Source: an optimization exercise on an open RTL-to-GDS flow (aim: a short achievable clock period). Production flows keep margins and buffers that such runs may drop. At most, simulation tests tie the RTL to the original design; equivalence was not proved. The RTL of run 1 was laid out without a check of its function. Power and IR drop assume default switching activity.

## flow/design.v (module list and top-level ports; edited modules follow where they fit)
// module qcv_alu: 28 lines
// module qcv_eq: 7 lines
// module qcv_lsel: 16 lines
// module qcv_ctl: 153 lines
// module qcv_decoder: 405 lines
// module qcv_mux2: 10 lines
// module qcv_inc4: 6 lines
// module qcv_predec: 148 lines
// module qcv_rfrd: 23 lines
// module qcv_dec5: 11 lines
// module qcv_rv32i_core: 440 lines
module qcv_rv32i_core (
    input  wire        clk_i,
    input  wire        rst_ni,
    input  wire [31:0] hart_id_i,
    input  wire [31:0] boot_addr_i,
    output wire        instr_req_o,
    input  wire        instr_gnt_i,
    input  wire        instr_rvalid_i,
    output wire [31:0] instr_addr_o,
    input  wire [31:0] instr_rdata_i,
    input  wire        instr_err_i,
    output wire        data_req_o,
    input  wire        data_gnt_i,
    input  wire        data_rvalid_i,
    output wire        data_we_o,
    output wire [3:0]  data_be_o,
    output wire [31:0] data_addr_o,
    output wire [31:0] data_wdata_o,
    input  wire [31:0] data_rdata_i,
    input  wire        data_err_i,
    output wire        irq_pending_o,
    output wire        core_busy_o
);
  // ...
==> flow/flow/run.sh <==
#!/bin/bash
# Layout flow: the standard ORFS flow (standard.sh: its synthesis,
# floorplan, placement, CTS and routing, all at the design's SDC), with
#  - the resizer's repair_timing asked to keep extra setup margin, so that it
#    keeps working on timing after the design meets the design's period;
#  - the port buffers inserted as plain buffers (buf_4) instead of delay cells.
# The full make output goes to flow_make.log in this folder.
set -euo pipefail
bash standard.sh SETUP_SLACK_MARGIN=9.5 "BUFFER_PORTS_ARGS=-buffer_cell sky130_fd_sc_hd__buf_4" finish > flow_make.log 2>&1
==> flow/standard.sh <==
#!/bin/bash
# synth_recipe.tcl (not shown) runs the flow's synth.tcl, then flattens the netlist and writes it again
# the make line also repeats each setting of config.mk as NAME=value (left out here)
make -C /OpenROAD-flow-scripts/flow DESIGN_CONFIG=/design/flow/config.mk WORK_HOME=/design/flow/orfs CLKGATE_MAP_FILE= SYNTH_SCRIPT=/design/flow/synth_recipe.tcl "${@:-finish}"
==> flow/config.mk <==
export PLATFORM = sky130hd
export DESIGN_NAME = qcv_rv32i_core
export DESIGN_NICKNAME = qcv_rv32i_core
export VERILOG_FILES = /design/flow/design.v
export SDC_FILE = /design/flow/constraint.sdc
export NUM_CORES = 8
export LEC_CHECK = 0
export ABC_CLOCK_PERIOD_IN_PS = 3000
export CAP_MARGIN = 20
export CORE_MARGIN = 2
export CORE_UTILIZATION = 40
export SLEW_MARGIN = 20
export SYNTH_HIERARCHICAL = 1
export SYNTH_MINIMUM_KEEP_SIZE = 0
==> flow/constraint.sdc <==
create_clock -name core_clock -period 13.0 [get_ports {clk_i}]
set_input_delay 2.6000 -clock core_clock [delete_from_list [all_inputs] [get_ports {clk_i}]]
set_output_delay 2.6000 -clock core_clock [all_outputs]
set_load 0.01 [all_outputs]
==> notes.md, run 1 <==
worst rel slew slack 10.9%; RSZ-0062 raised after global routing yes; CTS buffer count 217; fin nets 9267; Final Instance Area 125000 µm²; Well Taps 3515; CP Launch Point op_q[1]; Post-CTS Repair Setup Buffers 313; port bufs 235; Fill cells 23000; Setup crit end opb_q[13]; worst-margin pin slew 1330 ps; CP Class flop to flop; Hold EP sa0_q[26]; Tcrit/Tclk final 35.6%; layout cell share with drive strength beyond 1 26.1%; routed vias/inst 6.60; sequential share of cell area 47.9%; max FFs per register 992; Final Hold Viols 0; dpl ws 6830 ps; most common cell after layout, fill and taps aside edfxtp_1; first-iteration detailed-routing DRC count 14600; H-tree Lvls 4; post-route antenna net violation count 0; Residual DRC 0; fmax 216 MHz; Pwr top combinational logic; initial core utilization 40.2%; num sequential 2063; Crit path depth 16; CP cell instances buf_6 -> buf_12 -> xor2_4 -> ha_4 -> a2111o_1 -> a31o_4 -> buf_4 -> a31oi_2 -> o21ai_0 -> xor2_2 -> nand2_1 -> o211ai_1 -> o21bai_1 -> a41oi_2 -> a21oi_4 -> mux2i_1; reported max-cap violation count 0; setup TNS 0 ps; outcome complete, no violations; most frequent cells in the layout edfxtp_1, a22oi_1, nand2_1; final worst path period need 4630 ps; dpl cells 11800; slowest stage delay, CP 540 ps; Leading cell kind registers; met1 usage 39.1%; FF+latch area 60000 µm²; area of the multi-input gates 43300 µm²
==> module qcv_alu, before the edit <==
module qcv_alu (
    input  wire [10:0] op_i,         
    input  wire [31:0] a_i,
    input  wire [31:0] b_i,
    output wire [31:0] add_o,        
    output wire [31:0] res_o         
);
    wire op_add = op_i[0], op_sub = op_i[1], op_sll = op_i[2], op_srl = op_i[3];
    wire op_sra = op_i[4], op_and = op_i[5], op_or = op_i[6], op_xor = op_i[7];
    wire op_slt = op_i[8], op_sltu = op_i[9], op_lui = op_i[10];
    wire [31:0] bx  = b_i ^ {32{op_sub}};
    wire [31:0] add = a_i + bx + {31'b0, op_sub};
    wire [31:0] sll_r = a_i << b_i[4:0];
    wire [31:0] srl_r = a_i >> b_i[4:0];
    wire [31:0] sra_r = $signed(a_i) >>> b_i[4:0];
    wire        lt_s  = $signed(a_i) < $signed(b_i);
    wire        lt_u  = a_i < b_i;
    assign add_o = add;
    assign res_o = ({32{op_add}} & add) |
                   ({32{op_sll}} & sll_r) |
                   ({32{op_srl}} & srl_r) |
                   ({32{op_sra}} & sra_r) |
                   ({32{op_and}} & (a_i & b_i)) |
                   ({32{op_or}}  & (a_i | b_i)) |
                   ({32{op_xor}} & (a_i ^ b_i)) |
                   {31'b0, (op_slt & lt_s) | (op_sltu & lt_u)} |
                   ({32{op_lui}} & b_i);
endmodule
==> module qcv_ctl, before the edit <==
module qcv_ctl (
    input  wire       v_i,           
    input  wire       vexc0_i,       
    input  wire       idf_i,         
    input  wire       rfwe_i,        
    input  wire       dreq_i,        
    input  wire       dwe_dec_i,     
    input  wire       ls_wgwe_i,     
    input  wire       ls_wgld_i,     
    input  wire       ls_wr_i,       
    input  wire       ireq_i,        
    input  wire [1:0] cnt_i,
    input  wire       wp_i,
    input  wire       rp_i,
    input  wire       fva0_i,
    input  wire       fva1_i,
    input  wire       os0_i,
    input  wire       os1_i,
    input  wire       dis0_i,
    input  wire       dis1_i,
    input  wire       f_va_i,        
    input  wire       f_exc_i,       
    input  wire       taken_i,       
    input  wire       fa_i,          
    input  wire       fb_i,          
    input  wire       fr_i,          
    input  wire       data_gnt_i,
    input  wire       data_rvalid_i,
    input  wire       data_err_i,
    input  wire       instr_gnt_i,
    input  wire       instr_rvalid_i,
    output wire       run_o,         
    output wire       ex_o,          
    output wire       exc_o,         
    output wire       flush_o,       
    output wire       we_lsu_o,      
    output wire       cw_o,          
    output wire       fsa_o,         
    output wire       fsb_o,
    output wire       fsr_o,
    output wire       lrv_o,         
    output wire       push_o,
    output wire       dofetch_o,
    output wire       shift_o,
    output wire       v_n_o,
    output wire       vexc0_n_o,
    output wire       wa_clr_o,      
    output wire       wa_ld_o,       
    output wire       idf_n_o,
    output wire [1:0] cnt_n_o,
    output wire       wp_n_o,
    output wire       rp_n_o,
    output wire       fva0_n_o,
    output wire       fva1_n_o,
    output wire       os0_n_o,
    output wire       os1_n_o,
    output wire       dis0_n_o,
    output wire       dis1_n_o,
    output wire       ireq_n_o,
    output wire       busy_n_o,
    output wire       ls_wgwe_n_o,
    output wire       ls_wgld_n_o,
    output wire       ls_wr_n_o
);
    localparam N = 26;
    wire vok   = v_i & ~vexc0_i;
    wire empty = (cnt_i == 2'd0);
    wire push    = instr_rvalid_i & ~dis0_i;
    wire dofetch = ireq_i & instr_gnt_i;
    wire shift   = instr_rvalid_i | dofetch;
    wire ls_idle   = ~ls_wgwe_i & ~ls_wgld_i & ~ls_wr_i;
    wire lsu_req   = ls_idle & vok & ~idf_i & dreq_i;
    wire ls_wgwe_n = (lsu_req & dwe_dec_i)  | (ls_wgwe_i & ~data_gnt_i);
    wire ls_wgld_n = (lsu_req & ~dwe_dec_i) | (ls_wgld_i & ~data_gnt_i);
    wire ls_wr_n   = (ls_wgld_i & data_gnt_i) | (ls_wr_i & ~data_rvalid_i);
    wire ls_busy_n = ls_wgwe_n | ls_wgld_n | ls_wr_n;
    function [N-1:0] cof;
        input [1:0] c;
        reg run, ex, exc, flush, we_lsu, cw, pop, idf_n, v_n, vexc0_n, wa_clr, wa_ld;
        reg [1:0] cnt_n;
        reg os0_n, os1_n, ireq_n, busy_n, wp_n, rp_n, fva0_n, fva1_n, dis0_n, dis1_n;
        begin
            case (c)
                2'd0: begin
                    run    = ~vexc0_i & ~idf_i;
                    ex     = vok & ~idf_i;
                    exc    = vexc0_i;
                    flush  = vexc0_i | (vok & ~idf_i & taken_i);
                    we_lsu = 1'b0;
                    cw     = vok & ~idf_i & rfwe_i;
                    idf_n  = ~flush & ~idf_i & ex & dreq_i;
                end
                2'd1: begin
                    run    = ~vexc0_i;
                    ex     = vok;
                    exc    = vexc0_i;
                    flush  = vexc0_i | (v_i & taken_i);
                    we_lsu = ls_wr_i;
                    cw     = ls_wr_i | (vok & rfwe_i);
                    idf_n  = ~flush & (idf_i | (ex & dreq_i));
                end
                default: begin
                    run    = ~vexc0_i & ~v_i;
                    ex     = 1'b0;
                    exc    = vexc0_i | v_i;
                    flush  = vexc0_i | v_i;
                    we_lsu = 1'b0;
                    cw     = 1'b0;
                    idf_n  = ~flush & idf_i;
                end
            endcase
            pop = ~empty & run;
            v_n     = ~flush & (run ? f_va_i : v_i);
            vexc0_n = ~flush & (run ? f_exc_i : vexc0_i);
            wa_clr  = flush;
            wa_ld   = ~flush & run & f_va_i;
            case ({push, pop})
                2'b01:   cnt_n = cnt_i - 2'd1;
                2'b10:   cnt_n = cnt_i + 2'd1;
                default: cnt_n = cnt_i;
            endcase
            if (flush) cnt_n = 2'd0;
            wp_n   = ~flush & (wp_i ^ push);
            rp_n   = ~flush & (rp_i ^ pop);
            fva0_n = ~flush & ((pop & ~rp_i) ? 1'b0 : ((push & ~wp_i) ? 1'b1 : fva0_i));
            fva1_n = ~flush & ((pop &  rp_i) ? 1'b0 : ((push &  wp_i) ? 1'b1 : fva1_i));
            dis0_n = flush | (shift ? dis1_i : dis0_i);
            dis1_n = flush | (~dofetch & dis1_i);
            os1_n  = ~flush & (dofetch | (~instr_rvalid_i & os0_i & os1_i));
            os0_n  = ~flush & (shift ? os1_i : os0_i);
            ireq_n = ~(cnt_n == 2'd2) & ~os1_n;
            busy_n = os0_n | os1_n | ireq_n | ls_busy_n;
            cof = {run, ex, exc, flush, we_lsu, cw, cw & fa_i, cw & fb_i, cw & fr_i,
                   v_n, vexc0_n, wa_clr, wa_ld, idf_n, cnt_n, wp_n, rp_n, fva0_n, fva1_n,
                   os0_n, os1_n, dis0_n, dis1_n, ireq_n, busy_n};
        end
    endfunction
    wire [N-1:0] y;
    qcv_lsel #(.W(N)) u_lsel (
        .ls_wr_i(ls_wr_i), .ls_wgwe_i(ls_wgwe_i),
        .data_gnt_i(data_gnt_i), .data_rvalid_i(data_rvalid_i), .data_err_i(data_err_i),
        .x0_i(cof(2'd0)), .x10_i(cof(2'd1)), .x11_i(cof(2'd2)), .y_o(y));
    assign {run_o, ex_o, exc_o, flush_o, we_lsu_o, cw_o, fsa_o, fsb_o, fsr_o,
            v_n_o, vexc0_n_o, wa_clr_o, wa_ld_o, idf_n_o, cnt_n_o, wp_n_o, rp_n_o, fva0_n_o, fva1_n_o,
            os0_n_o, os1_n_o, dis0_n_o, dis1_n_o, ireq_n_o, busy_n_o} = y;
    assign lrv_o       = ls_wr_i & data_rvalid_i;
    assign push_o      = push;
    assign dofetch_o   = dofetch;
    assign shift_o     = shift;
    assign ls_wgwe_n_o = ls_wgwe_n;
    assign ls_wgld_n_o = ls_wgld_n;
    assign ls_wr_n_o   = ls_wr_n;
endmodule
==> module qcv_rv32i_core, before the edit <==
module qcv_rv32i_core (
    input  wire        clk_i,
    input  wire        rst_ni,
    input  wire [31:0] hart_id_i,
    input  wire [31:0] boot_addr_i,
    output wire        instr_req_o,
    input  wire        instr_gnt_i,
    input  wire        instr_rvalid_i,
    output wire [31:0] instr_addr_o,
    input  wire [31:0] instr_rdata_i,
    input  wire        instr_err_i,
    output wire        data_req_o,
    input  wire        data_gnt_i,
    input  wire        data_rvalid_i,
    output wire        data_we_o,
    output wire [3:0]  data_be_o,
    output wire [31:0] data_addr_o,
    output wire [31:0] data_wdata_o,
    input  wire [31:0] data_rdata_i,
    input  wire        data_err_i,
    output wire        irq_pending_o,
    output wire        core_busy_o
);
    localparam [31:0] MISA_VALUE = 32'h40000100;
    reg [31:0] frd0_q, frd1_q;      
    reg [31:0] fad0_q, fad1_q;      
    reg        fer0_q, fer1_q;      
    reg        fva0_q, fva1_q;      
    reg        wp_q, rp_q;
    reg [1:0]  cnt_q;
    reg [31:0] fa_q;                
    reg [31:0] sa0_q, sa1_q;        
    reg        sav0_q, sav1_q;      
    reg        os0_q, os1_q;        
    reg        dis0_q, dis1_q;      
    reg        ireqn_q;             
    reg        busyn_q;             
    reg [31:1] oa0_q, oa1_q;        
    reg [31:1] ob0_q, ob1_q;        
    reg        v_q;                 
    reg        vexc0_q;             
    reg [31:1] wa_oh_q;             
    reg        fe_q;                
    reg [31:0] pc_q;                
    reg        ill_q;
    reg        dreq_q;
    reg        dwe_dec_q;
    reg [1:0]  dtype_dec_q;
    reg        dsext_dec_q;
    reg        rfwe_q;
    reg        wsel_q;
    reg        jmp_q, br_eq_q, br_ne_q, br_al_q;
    reg [10:0] op_q;
    reg [1:0]  csr_op_q;
    reg [9:0]  csel_q;
    reg [7:0]  cwr_q;
    reg [31:0] opa_q, opb_q, rfb_q;
    reg        idf_q;               
    reg        rst_req_q;
    reg        ls_wg_q;             
    reg        ls_wgwe_q, ls_wgld_q, ls_wr_q;  
    reg        dwe_q;
    reg [3:0]  dbe_q;
    reg [29:0] daddr_q;
    reg [31:0] dwdata_q;
    reg [1:0]  dtype_q;
    reg        dsext_q;
    reg [1:0]  doff_q;
    reg [31:0] lrd_q;
    reg        lrdv_q;
    reg [31:0] rf_q [1:31];
    reg [31:1] rfv_q;
    reg [31:1] pwo_q;               
    reg [31:0] pd_q;
    reg [31:0] mstatus_q, mie_q, mip_q, mtvec_q, mscratch_q, mepc_q, mcause_q, mtval_q;
    reg [6:0]  cv_q;                
    reg [31:0] hart_q;
    reg        exc_q;               
    reg [2:0]  cause_q;
    wire        p0_ill, p0_dreq, p0_dwe, p0_dsext, p0_rfwe, p0_wsel, p0_jmp, p0_beq, p0_bne, p0_bal;
    wire        p1_ill, p1_dreq, p1_dwe, p1_dsext, p1_rfwe, p1_wsel, p1_jmp, p1_beq, p1_bne, p1_bal;
    wire [1:0]  p0_dtype, p1_dtype, p0_cop, p1_cop;
    wire [10:0] p0_op, p1_op;
    wire [9:0]  p0_csel, p1_csel;
    wire [7:0]  p0_cwr, p1_cwr;
    wire [4:0]  p0_wa, p1_wa;
    wire [31:1] p0_waoh, p1_waoh;
    wire [4:0]  p0_ra, p1_ra, p0_rb, p1_rb;    
    wire        p0_rena, p1_rena, p0_renb, p1_renb;
    wire        p0_arf, p1_arf, p0_apc, p1_apc, p0_bimm, p1_bimm;
    wire [4:0]  p0_ac, p1_ac;
    wire [31:0] p0_imm, p1_imm;
    qcv_predec u_pd0 (
        .instr_i(frd0_q), .ill_o(p0_ill), .dreq_o(p0_dreq), .dwe_o(p0_dwe), .dtype_o(p0_dtype),
        .dsext_o(p0_dsext), .rfwe_o(p0_rfwe), .wsel_o(p0_wsel), .jmp_o(p0_jmp), .br_eq_o(p0_beq),
        .br_ne_o(p0_bne), .br_al_o(p0_bal), .op_o(p0_op), .csr_op_o(p0_cop), .csel_o(p0_csel),
        .cwr_o(p0_cwr), .wa_o(p0_wa), .wa_oh_o(p0_waoh), .ra_o(p0_ra), .rb_o(p0_rb), .rena_o(p0_rena), .renb_o(p0_renb),
        .a_rf_o(p0_arf), .a_pc_o(p0_apc), .a_const_o(p0_ac), .b_imm_o(p0_bimm), .imm_o(p0_imm));
    qcv_predec u_pd1 (
        .instr_i(frd1_q), .ill_o(p1_ill), .dreq_o(p1_dreq), .dwe_o(p1_dwe), .dtype_o(p1_dtype),
        .dsext_o(p1_dsext), .rfwe_o(p1_rfwe), .wsel_o(p1_wsel), .jmp_o(p1_jmp), .br_eq_o(p1_beq),
        .br_ne_o(p1_bne), .br_al_o(p1_bal), .op_o(p1_op), .csr_op_o(p1_cop), .csel_o(p1_csel),
        .cwr_o(p1_cwr), .wa_o(p1_wa), .wa_oh_o(p1_waoh), .ra_o(p1_ra), .rb_o(p1_rb), .rena_o(p1_rena), .renb_o(p1_renb),
        .a_rf_o(p1_arf), .a_pc_o(p1_apc), .a_const_o(p1_ac), .b_imm_o(p1_bimm), .imm_o(p1_imm));
    wire        empty  = (cnt_q == 2'd0);
    wire        f_va   = (rp_q ? fva1_q : fva0_q) & ~empty;
    wire [31:0] f_ad   = rp_q ? fad1_q  : fad0_q;
    wire        f_er   = rp_q ? fer1_q  : fer0_q;
    wire        h_ill  = rp_q ? p1_ill  : p0_ill;
    wire        h_dreq = rp_q ? p1_dreq : p0_dreq;
    wire        h_dwe  = rp_q ? p1_dwe  : p0_dwe;
    wire [1:0]  h_dtype= rp_q ? p1_dtype: p0_dtype;
    wire        h_dsext= rp_q ? p1_dsext: p0_dsext;
    wire        h_rfwe = rp_q ? p1_rfwe : p0_rfwe;
    wire        h_wsel = rp_q ? p1_wsel : p0_wsel;
    wire        h_jmp  = rp_q ? p1_jmp  : p0_jmp;
    wire        h_beq  = rp_q ? p1_beq  : p0_beq;
    wire        h_bne  = rp_q ? p1_bne  : p0_bne;
    wire        h_bal  = rp_q ? p1_bal  : p0_bal;
    wire [10:0] h_op   = rp_q ? p1_op   : p0_op;
    wire [1:0]  h_cop  = rp_q ? p1_cop  : p0_cop;
    wire [9:0]  h_csel = rp_q ? p1_csel : p0_csel;
    wire [7:0]  h_cwr  = rp_q ? p1_cwr  : p0_cwr;
    wire [31:1] h_waoh = rp_q ? p1_waoh : p0_waoh;
    wire [31:0] add, alu_res;
    wire        eq;
    qcv_alu u_alu (.op_i(op_q), .a_i(opa_q), .b_i(opb_q), .add_o(add), .res_o(alu_res));
    qcv_eq  u_eq  (.a_i(opa_q), .b_i(opb_q), .eq_o(eq));
    wire        taken = jmp_q | br_al_q | (br_eq_q & eq) | (br_ne_q & ~eq);
    wire        run, ex, exc, flush, we_lsu, cw, fsa, fsb, fsr, lrv, push, dofetch, shift;
    wire        v_n, vexc0_n, wa_clr, wa_ld, idf_n, wp_n, rp_n, fva0_n, fva1_n;
    wire        os0_n, os1_n, dis0_n, dis1_n, ireq_n, busy_n, ls_wgwe_n, ls_wgld_n, ls_wr_n;
    wire [1:0]  cnt_n;
    wire        ls_idle = ~ls_wgwe_q & ~ls_wgld_q & ~ls_wr_q;
    wire        h_fa, h_fb, h_fr;
    qcv_ctl u_ctl (
        .v_i(v_q), .vexc0_i(vexc0_q), .idf_i(idf_q), .rfwe_i(rfwe_q), .dreq_i(dreq_q),
        .dwe_dec_i(dwe_dec_q), .ls_wgwe_i(ls_wgwe_q), .ls_wgld_i(ls_wgld_q), .ls_wr_i(ls_wr_q),
        .ireq_i(~ireqn_q), .cnt_i(cnt_q), .wp_i(wp_q), .rp_i(rp_q), .fva0_i(fva0_q), .fva1_i(fva1_q),
        .os0_i(os0_q), .os1_i(os1_q), .dis0_i(dis0_q), .dis1_i(dis1_q),
        .f_va_i(f_va), .f_exc_i(f_va & (f_er | h_ill)), .taken_i(taken),
        .fa_i(h_fa), .fb_i(h_fb), .fr_i(h_fr),
        .data_gnt_i(data_gnt_i), .data_rvalid_i(data_rvalid_i), .data_err_i(data_err_i),
        .instr_gnt_i(instr_gnt_i), .instr_rvalid_i(instr_rvalid_i),
        .run_o(run), .ex_o(ex), .exc_o(exc), .flush_o(flush), .we_lsu_o(we_lsu), .cw_o(cw),
        .fsa_o(fsa), .fsb_o(fsb), .fsr_o(fsr), .lrv_o(lrv), .push_o(push), .dofetch_o(dofetch),
        .shift_o(shift),
        .v_n_o(v_n), .vexc0_n_o(vexc0_n), .wa_clr_o(wa_clr), .wa_ld_o(wa_ld), .idf_n_o(idf_n),
        .cnt_n_o(cnt_n), .wp_n_o(wp_n), .rp_n_o(rp_n), .fva0_n_o(fva0_n), .fva1_n_o(fva1_n),
        .os0_n_o(os0_n), .os1_n_o(os1_n), .dis0_n_o(dis0_n), .dis1_n_o(dis1_n),
        .ireq_n_o(ireq_n), .busy_n_o(busy_n),
        .ls_wgwe_n_o(ls_wgwe_n), .ls_wgld_n_o(ls_wgld_n), .ls_wr_n_o(ls_wr_n));
    wire [31:0] mstatus_v  = {32{cv_q[0]}} & mstatus_q;
    wire [31:0] mie_v      = {32{cv_q[1]}} & mie_q;
    wire [31:0] mscratch_v = {32{cv_q[2]}} & mscratch_q;
    wire [31:0] mepc_v     = {32{cv_q[3]}} & mepc_q;
    wire [31:0] mcause_v   = {32{cv_q[4]}} & mcause_q;
    wire [31:0] mtval_v    = {32{cv_q[5]}} & mtval_q;
    wire [31:0] mip_v      = {32{cv_q[6]}} & mip_q;
    wire [31:0] csr_rdata = ({32{csel_q[0]}} & mstatus_v) |
                            ({32{csel_q[1]}} & MISA_VALUE) |
                            ({32{csel_q[2]}} & mie_v) |
                            ({32{csel_q[3]}} & mtvec_q) |
                            ({32{csel_q[4]}} & mscratch_v) |
                            ({32{csel_q[5]}} & mepc_v) |
                            ({32{csel_q[6]}} & mcause_v) |
                            ({32{csel_q[7]}} & mtval_v) |
                            ({32{csel_q[8]}} & mip_v) |
                            ({32{csel_q[9]}} & hart_q);
    wire [31:0] csr_wd = (csr_op_q == 2'b01) ? opa_q :
                         (csr_op_q == 2'b10) ? (csr_rdata | opa_q) :
                         (csr_op_q == 2'b11) ? (csr_rdata & ~opa_q) : csr_rdata;
    wire [31:0] lrd_v  = {32{lrdv_q}} & lrd_q;
    wire [31:0] id_wd  = wsel_q ? csr_rdata : alu_res;
    wire [31:0] cd     = we_lsu ? lrd_v : id_wd;
    wire [991:0] rf_flat;
    genvar gj;
    generate
        for (gj = 1; gj < 32; gj = gj + 1) begin : g_flat
            assign rf_flat[gj*32-32 +: 32] = rf_q[gj];
        end
    endgenerate
    wire [31:1] h_oa   = rp_q ? oa1_q   : oa0_q;
    wire [31:1] h_ob   = rp_q ? ob1_q   : ob0_q;
    wire        h_rena = rp_q ? p1_rena : p0_rena;
    wire        h_renb = rp_q ? p1_renb : p0_renb;
    wire        h_arf  = rp_q ? p1_arf  : p0_arf;
    wire        h_apc  = rp_q ? p1_apc  : p0_apc;
    wire [4:0]  h_ac   = rp_q ? p1_ac   : p0_ac;
    wire        h_bimm = rp_q ? p1_bimm : p0_bimm;
    wire [31:0] h_imm  = rp_q ? p1_imm  : p0_imm;
    wire [31:0] va, vb;
    wire        ca, cb;
    qcv_rfrd u_rd_a (.oh_i(h_oa), .en_i(h_rena), .rf_i(rf_flat), .rfv_i(rfv_q), .pwo_i(pwo_q),
                     .pd_i(pd_q), .wa_oh_i(wa_oh_q), .val_o(va), .chit_o(ca));
    qcv_rfrd u_rd_b (.oh_i(h_ob), .en_i(h_renb), .rf_i(rf_flat), .rfv_i(rfv_q), .pwo_i(pwo_q),
                     .pd_i(pd_q), .wa_oh_i(wa_oh_q), .val_o(vb), .chit_o(cb));
    wire [31:0] opa_e = h_arf ? va : h_apc ? f_ad : {27'b0, h_ac};
    wire [31:0] opb_e = h_bimm ? h_imm : vb;
    wire [31:0] rfb_e = vb;
    assign h_fa = h_arf & ca;
    assign h_fb = ~h_bimm & cb;
    assign h_fr = cb;
    wire [31:0] opa_n  = fsa ? cd : opa_e;
    wire [31:0] opb_n  = fsb ? cd : opb_e;
    wire [31:0] rfb_n  = fsr ? cd : rfb_e;
    always @(posedge clk_i or negedge rst_ni) begin
        if (!rst_ni) begin
            v_q     <= 1'b0;
            vexc0_q <= 1'b0;
            wa_oh_q <= 31'b0;
        end else begin
            v_q     <= v_n;
            vexc0_q <= vexc0_n;
            if (wa_clr)     wa_oh_q <= 31'b0;
            else if (wa_ld) wa_oh_q <= h_waoh;
        end
    end
    always @(posedge clk_i) begin
        if (run) begin
            fe_q        <= f_er;
            pc_q        <= f_ad;
            ill_q       <= h_ill;
            dreq_q      <= h_dreq;
            dwe_dec_q   <= h_dwe;
            dtype_dec_q <= h_dtype;
            dsext_dec_q <= h_dsext;
            rfwe_q      <= h_rfwe;
            wsel_q      <= h_wsel;
            jmp_q       <= h_jmp;
            br_eq_q     <= h_beq;
            br_ne_q     <= h_bne;
            br_al_q     <= h_bal;
            op_q        <= h_op;
            csr_op_q    <= h_cop;
            csel_q      <= h_csel;
            cwr_q       <= h_cwr;
            opa_q       <= opa_n;
            opb_q       <= opb_n;
            rfb_q       <= rfb_n;
        end
    end
    always @(posedge clk_i or negedge rst_ni) begin
        if (!rst_ni) idf_q <= 1'b0;
        else         idf_q <= idf_n;
    end
    always @(posedge clk_i or negedge rst_ni) begin
        if (!rst_ni) rst_req_q <= 1'b1;
        else         rst_req_q <= 1'b0;
    end
    wire [31:0] fa4, pc_next, fa_f, fa_n;
    qcv_inc4 u_inc4 (.a_i(fa_q), .y_o(fa4));
    qcv_mux2 #(.W(32)) u_pcn (.s_i(exc), .a_i(add), .b_i(mtvec_q), .y_o(pc_next));
    qcv_mux2 #(.W(32)) u_faf (.s_i(dofetch), .a_i(fa_q), .b_i(fa4), .y_o(fa_f));
    qcv_mux2 #(.W(32)) u_fan (.s_i(flush), .a_i(fa_f), .b_i(pc_next), .y_o(fa_n));
    always @(posedge clk_i or negedge rst_ni) begin
        if (!rst_ni) begin
            fva0_q <= 1'b0;
            fva1_q <= 1'b0;
            wp_q   <= 1'b0;
            rp_q   <= 1'b0;
            cnt_q  <= 2'd0;
            fa_q   <= 32'b0;
            os0_q  <= 1'b0;
            os1_q  <= 1'b0;
            dis0_q <= 1'b0;
            dis1_q <= 1'b0;
            sav0_q <= 1'b0;
            sav1_q <= 1'b0;
            ireqn_q <= 1'b0;
            busyn_q <= 1'b0;
        end else begin
            cnt_q  <= cnt_n;
            ireqn_q <= ~ireq_n;
            busyn_q <= ~busy_n;
            os0_q  <= os0_n;
            os1_q  <= os1_n;
            fva0_q <= fva0_n;
            fva1_q <= fva1_n;
            wp_q   <= wp_n;
            rp_q   <= rp_n;
            dis0_q <= dis0_n;
            dis1_q <= dis1_n;
            fa_q   <= fa_n;
            if (shift)   sav0_q <= sav1_q;
            if (dofetch) sav1_q <= 1'b1;
        end
    end
    always @(posedge clk_i) begin
        if (shift)   sa0_q <= sa1_q;
        if (dofetch) sa1_q <= fa_q;
    end
    wire [31:0] sa0_v = {32{sav0_q}} & sa0_q;
    wire [31:1] in_oa, in_ob;
    qcv_dec5 u_dia (.a_i(instr_rdata_i[19:15]), .oh_o(in_oa));
    qcv_dec5 u_dib (.a_i(instr_rdata_i[24:20]), .oh_o(in_ob));
    always @(posedge clk_i) begin
        if (push && !wp_q) begin
            oa0_q  <= in_oa;
            ob0_q  <= in_ob;
            frd0_q <= instr_rdata_i;
            fad0_q <= sa0_v;
            fer0_q <= instr_err_i;
        end
        if (push && wp_q) begin
            oa1_q  <= in_oa;
            ob1_q  <= in_ob;
            frd1_q <= instr_rdata_i;
            fad1_q <= sa0_v;
            fer1_q <= instr_err_i;
        end
    end
    wire [1:0] aoff = add[1:0];
    wire [3:0] be_calc = (dtype_dec_q == 2'b01) ? (4'b0001 << aoff) :
                         (dtype_dec_q == 2'b10) ? (4'b0011 << aoff) :
                         (dtype_dec_q == 2'b11) ? 4'b1111 : 4'b0000;
    always @(posedge clk_i or negedge rst_ni) begin
        if (!rst_ni) begin
            ls_wg_q   <= 1'b0;
            ls_wgwe_q <= 1'b0;
            ls_wgld_q <= 1'b0;
            ls_wr_q   <= 1'b0;
        end else begin
            ls_wg_q   <= ls_wgwe_n | ls_wgld_n;
            ls_wgwe_q <= ls_wgwe_n;
            ls_wgld_q <= ls_wgld_n;
            ls_wr_q   <= ls_wr_n;
        end
    end
    always @(posedge clk_i or negedge rst_ni) begin
        if (!rst_ni) begin
            daddr_q  <= 30'b0;
            dbe_q    <= 4'b0;
            dwdata_q <= 32'b0;
            dwe_q    <= 1'b0;
        end else if (ls_idle) begin
            daddr_q  <= add[31:2];
            dbe_q    <= be_calc;
            dwdata_q <= rfb_q << {aoff, 3'b000};
            dwe_q    <= dwe_dec_q;
        end
    end
    always @(posedge clk_i) begin
        if (ls_idle) begin
            dtype_q  <= dtype_dec_q;
            dsext_q  <= dsext_dec_q;
            doff_q   <= aoff;
        end
    end
    wire [31:0] rd_sh = data_rdata_i >> {doff_q, 3'b000};
    reg  [31:0] lrd_n;
    always @(*) begin
        case (dtype_q)
            2'b01:   lrd_n = dsext_q ? {{24{rd_sh[7]}}, rd_sh[7:0]} : {24'b0, rd_sh[7:0]};
            2'b10:   lrd_n = dsext_q ? {{16{rd_sh[15]}}, rd_sh[15:0]} : {16'b0, rd_sh[15:0]};
            2'b11:   lrd_n = data_rdata_i;
            default: lrd_n = 32'b0;
        endcase
    end
    always @(posedge clk_i) begin
        if (lrv) lrd_q <= lrd_n;
    end
    always @(posedge clk_i or negedge rst_ni) begin
        if (!rst_ni)  lrdv_q <= 1'b0;
        else if (lrv) lrdv_q <= 1'b1;
    end
    always @(posedge clk_i or negedge rst_ni) begin
        if (!rst_ni) pwo_q <= 31'b0;
        else         pwo_q <= {31{cw}} & wa_oh_q;
    end
    always @(posedge clk_i) pd_q <= cd;
    genvar gi;
    generate
        for (gi = 1; gi < 32; gi = gi + 1) begin : g_rf
            always @(posedge clk_i) begin
                if (pwo_q[gi]) rf_q[gi] <= pd_q;
            end
            always @(posedge clk_i or negedge rst_ni) begin
                if (!rst_ni)        rfv_q[gi] <= 1'b0;
                else if (pwo_q[gi]) rfv_q[gi] <= 1'b1;
            end
        end
    endgenerate
    wire [7:0] cwe = {8{ex}} & cwr_q;    
    always @(posedge clk_i) hart_q <= hart_id_i;
    always @(posedge clk_i or negedge rst_ni) begin
        if (!rst_ni) begin
            exc_q   <= 1'b0;
            cause_q <= 3'd0;
            cv_q    <= 7'b0;
        end else begin
            exc_q   <= exc;
            cause_q <= fe_q   ? 3'd1 :
                       ill_q  ? 3'd2 :
                       ls_wr_q ? 3'd5 : 3'd7;
            if (exc_q | cwe[0]) cv_q[0] <= 1'b1;
            if (cwe[1])         cv_q[1] <= 1'b1;
            if (cwe[3])         cv_q[2] <= 1'b1;
            if (exc_q | cwe[4]) cv_q[3] <= 1'b1;
            if (exc_q | cwe[5]) cv_q[4] <= 1'b1;
            if (exc_q | cwe[6]) cv_q[5] <= 1'b1;
            if (cwe[7])         cv_q[6] <= 1'b1;
        end
    end
    always @(posedge clk_i) begin
        if (exc_q)
            mstatus_q <= {mstatus_v[31:13], 2'b11, mstatus_v[10:8], mstatus_v[3],
                          mstatus_v[6:4], 1'b0, mstatus_v[2:0]};
        else if (cwe[0])
            mstatus_q <= csr_wd;
        if (cwe[1]) mie_q <= csr_wd;
        if (rst_req_q)
            mtvec_q <= {boot_addr_i[31:2], 2'b00};
        else if (cwe[2])
            mtvec_q <= {csr_wd[31:2], 1'b0, csr_wd[0]};
        if (cwe[3]) mscratch_q <= csr_wd;
        if (exc_q)
            mepc_q <= {pc_q[31:1], 1'b0};
        else if (cwe[4])
            mepc_q <= {csr_wd[31:1], 1'b0};
        if (exc_q)
            mcause_q <= {29'b0, cause_q};
        else if (cwe[5])
            mcause_q <= csr_wd;
        if (exc_q)
            mtval_q <= pc_q;
        else if (cwe[6])
            mtval_q <= csr_wd;
        if (cwe[7]) mip_q <= csr_wd;
    end
    assign instr_req_o   = ~ireqn_q;
    assign instr_addr_o  = fa_q;
    assign data_req_o    = ls_wg_q;
    assign data_we_o     = dwe_q;
    assign data_be_o     = dbe_q;
    assign data_addr_o   = {daddr_q, 2'b00};
    assign data_wdata_o  = dwdata_q;
    assign irq_pending_o = 1'b0;
    assign core_busy_o   = ~busyn_q;
endmodule
==> run 2, diff against run 1 <==
--- a/flow/design.v
+++ b/flow/design.v
@@ -4,11 +4,12 @@
     input  wire [31:0] b_i,
     output wire [31:0] add_o,        
-    output wire [31:0] res_o         
+    output wire [31:0] oth_o         
 );
     wire op_add = op_i[0], op_sub = op_i[1], op_sll = op_i[2], op_srl = op_i[3];
     wire op_sra = op_i[4], op_and = op_i[5], op_or = op_i[6], op_xor = op_i[7];
     wire op_slt = op_i[8], op_sltu = op_i[9], op_lui = op_i[10];
-    wire [31:0] bx  = b_i ^ {32{op_sub}};
-    wire [31:0] add = a_i + bx + {31'b0, op_sub};
+    wire [31:0] bx    = b_i ^ {32{op_sub}};
+    wire [32:0] sum33 = {a_i, 1'b1} + {bx, op_sub};
+    wire [31:0] add   = sum33[32:1];
     wire [31:0] sll_r = a_i << b_i[4:0];
     wire [31:0] srl_r = a_i >> b_i[4:0];
@@ -17,6 +18,5 @@
     wire        lt_u  = a_i < b_i;
     assign add_o = add;
-    assign res_o = ({32{op_add}} & add) |
-                   ({32{op_sll}} & sll_r) |
+    assign oth_o = ({32{op_sll}} & sll_r) |
                    ({32{op_srl}} & srl_r) |
                    ({32{op_sra}} & sra_r) |
@@ -34,4 +34,31 @@
     assign eq_o = (a_i == b_i);
 endmodule
+module qcv_wsel (
+    input  wire [31:0] add_i,        
+    input  wire [31:0] oth_i,        
+    input  wire [31:0] csr_i,        
+    input  wire [31:0] lrd_i,        
+    input  wire [3:0]  mcd_i,        
+    input  wire [4:0]  ma_i,         
+    input  wire [4:0]  mb_i,
+    input  wire [4:0]  mr_i,
+    input  wire [31:0] opa_e_i, opb_e_i, rfb_e_i,
+    output wire [31:0] cd_o,
+    output wire [31:0] opa_o, opb_o, rfb_o
+);
+    function [31:0] sel;
+        input [4:0]  m;
+        input [31:0] e;
+        begin
+            sel = ({32{m[0]}} & add_i) | ({32{m[1]}} & oth_i) |
+                  ({32{m[2]}} & csr_i) | ({32{m[3]}} & lrd_i) |
+                  ({32{m[4]}} & e);
+        end
+    endfunction
+    assign cd_o  = sel({1'b0, mcd_i}, 32'b0);
+    assign opa_o = sel(ma_i, opa_e_i);
+    assign opb_o = sel(mb_i, opb_e_i);
+    assign rfb_o = sel(mr_i, rfb_e_i);
+endmodule
 module qcv_lsel #(
     parameter W = 1
@@ -76,4 +103,6 @@
     input  wire       fb_i,          
     input  wire       fr_i,          
+    input  wire       op_add_i,      
+    input  wire       wsel_i,        
     input  wire       data_gnt_i,
     input  wire       data_rvalid_i,
@@ -87,7 +116,8 @@
     output wire       we_lsu_o,      
     output wire       cw_o,          
-    output wire       fsa_o,         
-    output wire       fsb_o,
-    output wire       fsr_o,
+    output wire [3:0] mcd_o,         
+    output wire [4:0] ma_o,          
+    output wire [4:0] mb_o,
+    output wire [4:0] mr_o,
     output wire       lrv_o,         
     output wire       push_o,
@@ -114,5 +144,5 @@
     output wire       ls_wr_n_o
 );
-    localparam N = 26;
+    localparam N = 42;
     wire vok   = v_i & ~vexc0_i;
     wire empty = (cnt_i == 2'd0);
@@ -129,4 +159,6 @@
         input [1:0] c;
         reg run, ex, exc, flush, we_lsu, cw, pop, idf_n, v_n, vexc0_n, wa_clr, wa_ld;
+        reg [3:0] mcd;
+        reg fa, fb, fr;
         reg [1:0] cnt_n;
         reg os0_n, os1_n, ireq_n, busy_n, wp_n, rp_n, fva0_n, fva1_n, dis0_n, dis1_n;
@@ -182,5 +214,10 @@
             ireq_n = ~(cnt_n == 2'd2) & ~os1_n;
             busy_n = os0_n | os1_n | ireq_n | ls_busy_n;
-            cof = {run, ex, exc, flush, we_lsu, cw, cw & fa_i, cw & fb_i, cw & fr_i,
+            mcd = {we_lsu, ~we_lsu & wsel_i, ~we_lsu & ~wsel_i, ~we_lsu & ~wsel_i & op_add_i};
+            fa = cw & fa_i;
+            fb = cw & fb_i;
+            fr = cw & fr_i;
+            cof = {run, ex, exc, flush, we_lsu, cw, mcd,
+                   ~fa, {4{fa}} & mcd, ~fb, {4{fb}} & mcd, ~fr, {4{fr}} & mcd,
                    v_n, vexc0_n, wa_clr, wa_ld, idf_n, cnt_n, wp_n, rp_n, fva0_n, fva1_n,
                    os0_n, os1_n, dis0_n, dis1_n, ireq_n, busy_n};
@@ -192,5 +229,5 @@
         .data_gnt_i(data_gnt_i), .data_rvalid_i(data_rvalid_i), .data_err_i(data_err_i),
         .x0_i(cof(2'd0)), .x10_i(cof(2'd1)), .x11_i(cof(2'd2)), .y_o(y));
-    assign {run_o, ex_o, exc_o, flush_o, we_lsu_o, cw_o, fsa_o, fsb_o, fsr_o,
+    assign {run_o, ex_o, exc_o, flush_o, we_lsu_o, cw_o, mcd_o, ma_o, mb_o, mr_o,
             v_n_o, vexc0_n_o, wa_clr_o, wa_ld_o, idf_n_o, cnt_n_o, wp_n_o, rp_n_o, fva0_n_o, fva1_n_o,
             os0_n_o, os1_n_o, dis0_n_o, dis1_n_o, ireq_n_o, busy_n_o} = y;
@@ -930,10 +967,12 @@
     wire [7:0]  h_cwr  = rp_q ? p1_cwr  : p0_cwr;
     wire [31:1] h_waoh = rp_q ? p1_waoh : p0_waoh;
-    wire [31:0] add, alu_res;
+    wire [31:0] add, alu_oth;
     wire        eq;
-    qcv_alu u_alu (.op_i(op_q), .a_i(opa_q), .b_i(opb_q), .add_o(add), .res_o(alu_res));
+    qcv_alu u_alu (.op_i(op_q), .a_i(opa_q), .b_i(opb_q), .add_o(add), .oth_o(alu_oth));
     qcv_eq  u_eq  (.a_i(opa_q), .b_i(opb_q), .eq_o(eq));
     wire        taken = jmp_q | br_al_q | (br_eq_q & eq) | (br_ne_q & ~eq);
-    wire        run, ex, exc, flush, we_lsu, cw, fsa, fsb, fsr, lrv, push, dofetch, shift;
+    wire        run, ex, exc, flush, we_lsu, cw, lrv, push, dofetch, shift;
+    wire [3:0]  mcd;
+    wire [4:0]  ma, mb, mr;
     wire        v_n, vexc0_n, wa_clr, wa_ld, idf_n, wp_n, rp_n, fva0_n, fva1_n;
     wire        os0_n, os1_n, dis0_n, dis1_n, ireq_n, busy_n, ls_wgwe_n, ls_wgld_n, ls_wr_n;
@@ -947,9 +986,9 @@
         .os0_i(os0_q), .os1_i(os1_q), .dis0_i(dis0_q), .dis1_i(dis1_q),
         .f_va_i(f_va), .f_exc_i(f_va & (f_er | h_ill)), .taken_i(taken),
-        .fa_i(h_fa), .fb_i(h_fb), .fr_i(h_fr),
+        .fa_i(h_fa), .fb_i(h_fb), .fr_i(h_fr), .op_add_i(op_q[0]), .wsel_i(wsel_q),
         .data_gnt_i(data_gnt_i), .data_rvalid_i(data_rvalid_i), .data_err_i(data_err_i),
         .instr_gnt_i(instr_gnt_i), .instr_rvalid_i(instr_rvalid_i),
         .run_o(run), .ex_o(ex), .exc_o(exc), .flush_o(flush), .we_lsu_o(we_lsu), .cw_o(cw),
-        .fsa_o(fsa), .fsb_o(fsb), .fsr_o(fsr), .lrv_o(lrv), .push_o(push), .dofetch_o(dofetch),
+        .mcd_o(mcd), .ma_o(ma), .mb_o(mb), .mr_o(mr), .lrv_o(lrv), .push_o(push), .dofetch_o(dofetch),
         .shift_o(shift),
         .v_n_o(v_n), .vexc0_n_o(vexc0_n), .wa_clr_o(wa_clr), .wa_ld_o(wa_ld), .idf_n_o(idf_n),
@@ -979,6 +1018,5 @@
                          (csr_op_q == 2'b11) ? (csr_rdata & ~opa_q) : csr_rdata;
     wire [31:0] lrd_v  = {32{lrdv_q}} & lrd_q;
-    wire [31:0] id_wd  = wsel_q ? csr_rdata : alu_res;
-    wire [31:0] cd     = we_lsu ? lrd_v : id_wd;
+    wire [31:0] cd, opa_n, opb_n, rfb_n;
     wire [991:0] rf_flat;
     genvar gj;
@@ -1009,7 +1047,9 @@
     assign h_fb = ~h_bimm & cb;
     assign h_fr = cb;
-    wire [31:0] opa_n  = fsa ? cd : opa_e;
-    wire [31:0] opb_n  = fsb ? cd : opb_e;
-    wire [31:0] rfb_n  = fsr ? cd : rfb_e;
+    qcv_wsel u_wsel (
+        .add_i(add), .oth_i(alu_oth), .csr_i(csr_rdata), .lrd_i(lrd_v),
+        .mcd_i(mcd), .ma_i(ma), .mb_i(mb), .mr_i(mr),
+        .opa_e_i(opa_e), .opb_e_i(opb_e), .rfb_e_i(rfb_e),
+        .cd_o(cd), .opa_o(opa_n), .opb_o(opb_n), .rfb_o(rfb_n));
     always @(posedge clk_i or negedge rst_ni) begin
         if (!rst_ni) begin
==> run 2 against run 1 <==
  * Register-to-register slack gained 260 ps
  * Non-clock buffer count down 28
  * Highest routed layer unchanged
  * Sequential power hardly changed
  * Clock skew increased by 11 ps
  * Clock-buffer cell count is 3 higher
==> notes.md, run 2 <==
core box area 268000 µm² (was 262000 µm²); FF-to-FF path depth 18 (was 16); RSZ-0062 raised after global routing yes (unchanged); CTS Sinks 2063 (unchanged); dpl cells 12000 (was 11800); CP Capture Type flop (unchanged); r2r setup slk 8630 ps (was 8370 ps); post-route antenna net violation count 0 (unchanged); vias in the first global route 81500 (was 78200); fin nets 9420 (was 9267); Worst path slowest cell dfrtp_4 (was a41oi_2); Cell Pwr Density 284 nW/µm² (was 254 nW/µm²); endpoints failing setup 0 (unchanged); WL per Instance 36.8 µm (was 35.3 µm); largest net degree at the start of global routing 80 (was 128); final non-filler cell total 12900 (was 12700); CP Launch Point rp_q (was op_q[1]); worst-margin pin slew 1260 ps (was 1330 ps); H-tree Lvls 4 (unchanged); clock skew 113 ps (was 102 ps); Max Slew Vio Count 0 (unchanged); final worst path period need 4370 ps (was 4630 ps); R2R Path End opa_q[1] (was opb_q[13]); via count 86400 (was 83800); Mean Syn Cell Area 12.0 µm² (about the same); Worst-Skew Late Latency 950 ps (about the same); clock tree from TritonCTS built (unchanged); first-iteration detailed-routing DRC count 14700 (was 14600); worst r2r src rp_q (was op_q[1]); first-pass GRT wire length 640 mm (was 604 mm); CP Class flop to flop (unchanged); CTS buffer count 222 (was 217); Hold WC Path Type flop to flop (unchanged); post-synthesis cell area 108000 µm² (was 105000 µm²); crit-path leading delay family multiplexers (was compound AO/OA/AOI/OAI gates); Setup crit end opa_q[1] (was opb_q[13]); critical path launch point type flop (unchanged); Max FO, Critical Path 8 (was 7); reported max-cap violation count 0 (unchanged); Synth Warn # 12 (was 11); fmax 229 MHz (was 216 MHz); peak supply drop 0.000171 V (was 0.000172 V); WP data arrival 4970 ps (was 5340 ps); final wirelength 475 mm (was 448 mm); most common cell after layout, fill and taps aside edfxtp_1 (unchanged); Residual DRC 0 (unchanged); initial core utilization 40.2% (about the same); setup TNS 0 ps (unchanged); slowest stage delay, CP 550 ps (was 540 ps); root buffer cell clkbuf_16 (unchanged); GPL Wtd Cong 0.995 (was 0.999); DIE WIDTH 523 µm (was 517 µm); drt pass-1 iters 10 (was 8); initial antenna violation count 34 (was 36); post-route setup slack 8630 ps (was 8370 ps); Mapped Cells 8941 (was 8763); Hold Buf Count CTS 0 (unchanged); Leak Pwr 46.3 nW (was 45.8 nW); Overflow after GRT 0 (unchanged); layout cell share with drive strength beyond 1 26.0% (was 26.1%); Final Hold Viols 0 (unchanged); most frequent cells in the layout edfxtp_1, a22oi_1, nand2_1 (unchanged); Placement Rows 190 (was 188); Worst-path clk slew 60 ps (about the same); Crit path depth 18 (was 16); dpl ws 7220 ps (was 6830 ps); Synth-to-Final Area Change 18.0% (was 18.8%); clk buf depth 4 (unchanged); Fill cells 23600 (was 23000); post-detail-place hpwl 279 mm (was 263 mm); I/O Pins 241 (unchanged); Largest Register rf_q (unchanged); Tcrit/Tclk final 33.6% (was 35.6%); All-Layer GR Usage 33.1% (was 31.9%); Worst Path Required 13600 ps (was 13700 ps); die area 273000 µm² (was 267000 µm²); worst rel slew slack 15.5% (was 10.9%); outcome complete, no violations (unchanged); CP cell instances buf_12 -> buf_12 -> buf_16 -> mux2_4 -> a22o_1 -> a221oi_2 -> nand4_1 -> nor3_4 -> nor2_1 -> and2_4 -> nand2_4 -> buf_4 -> buf_4 -> nor3_1 -> mux2_4 -> mux2_8 -> a22oi_1 -> nand2_1 (was buf_6 -> buf_12 -> xor2_4 -> ha_4 -> a2111o_1 -> a31o_4 -> buf_4 -> a31oi_2 -> o21ai_0 -> xor2_2 -> nand2_1 -> o211ai_1 -> o21bai_1 -> a41oi_2 -> a21oi_4 -> mux2i_1); routed vias/inst 6.70 (was 6.60); CP Buf/Inv Count 5 (was 3); max FFs per register 992 (unchanged); Die H 523 µm (was 517 µm); port bufs 235 (unchanged)
==> run 2: cell types whose count changed in the layout (fill, tap and decap cells not counted), moves of 45 or more <==
cell,change
a21oi_1,-85
o21ai_2,-45
a22o_1,+58
nand2_1,+126
a22oi_2,+82
a222oi_1,+96
nor2_1,-101
a22oi_1,+99
==> run 2: timing repair <==
action / 4_1_cts / 5_1_grt
pin swaps: 96 / 122
buffers inserted: 249 / 88
cloned: 90 / 31
endpoints found under the setup margin: 1130 / 992
resized for setup: 594 / 312
==> run 2: cell type report <==
class                      count  area, µm²  area share (%)
antenna                       12       30.0          0.0236
clock buffer                 300       6060            4.77
sequential                  2063      60000            47.2
timing repair buffer         875       9450            7.44
inverter                     214        837           0.659
clock inverter               106       1020           0.801
multi-input combinational   5771      45200            35.6
tap                         3552       4440            3.50
==> run 2: worst register-to-register path, cell delays in order (launching register included) <==
cell	delay (ps)
dfrtp_4	550
buf_12	170
buf_12	130
buf_16	150
mux2_4	370
a22o_1	230
a221oi_2	200
nand4_1	190
nor3_4	320
nor2_1	110
and2_4	190
nand2_4	70
buf_4	110
buf_4	90
nor3_1	30
mux2_4	400
mux2_8	410
a22oi_1	220
nand2_1	100
==> run 2: power breakdown <==
part           total [mW]  leakage [nW]  switching, mW  internal, mW
clock network        6.31          3.43           2.72          3.60
registers            10.7          19.8           1.48          9.23
logic                19.1          23.1           12.4          6.71
==> run 2: per-layer routing <==
| layer | GRT usage, % | vias to the layer above | share of wire, % |
|---|---|---|---|
| met4 | 22.5 | 32 | 8.3 |
| met5 | 0.0866 | - | 0.056 |
| met2 | 50.8 | 6643 | 44 |
| li1 | - | 35000 | - |
| met3 | 9.55 | 1683 | 13 |
| met1 | 40.3 | 43100 | 35 |
==> run 2: per-stage QoR <==
step                util (%)  instance area, µm²  power, mW  hold slack, ps
floorplan                  -              109000       19.3             400
global placement        41.4              111000       25.7             402
detailed placement      41.4              111000       25.9             405
CTS                     46.4              124000       34.4             412
global route            47.4              127000       36.8             421
finish                  47.4              127000       36.1             413
==> run 2: worst min path at each step <==
stage,depth (start not counted),slack (ps),startpoint,to
floorplan,0,400,dsext_dec_q,dsext_q
global placement,0,400,sa1_q[27],sa0_q[27]
detailed placement,0,400,sa1_q[21],sa0_q[21]
CTS,0,410,sa1_q[4],sa0_q[4]
global route,0,420,sa1_q[4],sa0_q[4]
finish,0,410,sa1_q[14],sa0_q[14]

what the ideal ports hide:
The results above use ideal ports. As a check the final layouts listed here were re-extracted and re-timed, cells and wires unchanged.
Step 1 assumes that a clkbuf_16 drives the clock port and a buf_2 every other input.
Step 2 times the ports against the registers' clock, not the clock port: input delays grow and output delays shrink by t, the midpoint of the rising clock arrivals with the driver on.
Three values: ideal ports, drivers, drivers and shift; two values: the first two.
| run | shift t [ns] | setup slack, ns | hold WS [ns] | worst setup path after step 2 |
|---|---|---|---|---|
| run 1 | 0.986 | 8.368 / 8.368 / 7.911 | 0.421 / 0.421 / 0.421 | input to register |
| run 2 | 0.998 | 8.627 / 8.627 / 8.093 | 0.413 / 0.413 / 0.413 | input to register |
After both steps every run listed still meets setup and hold. For run 2, which loses most, drivers alone change the setup slack by 0.000 ns; drivers and shift together by -0.534 ns.
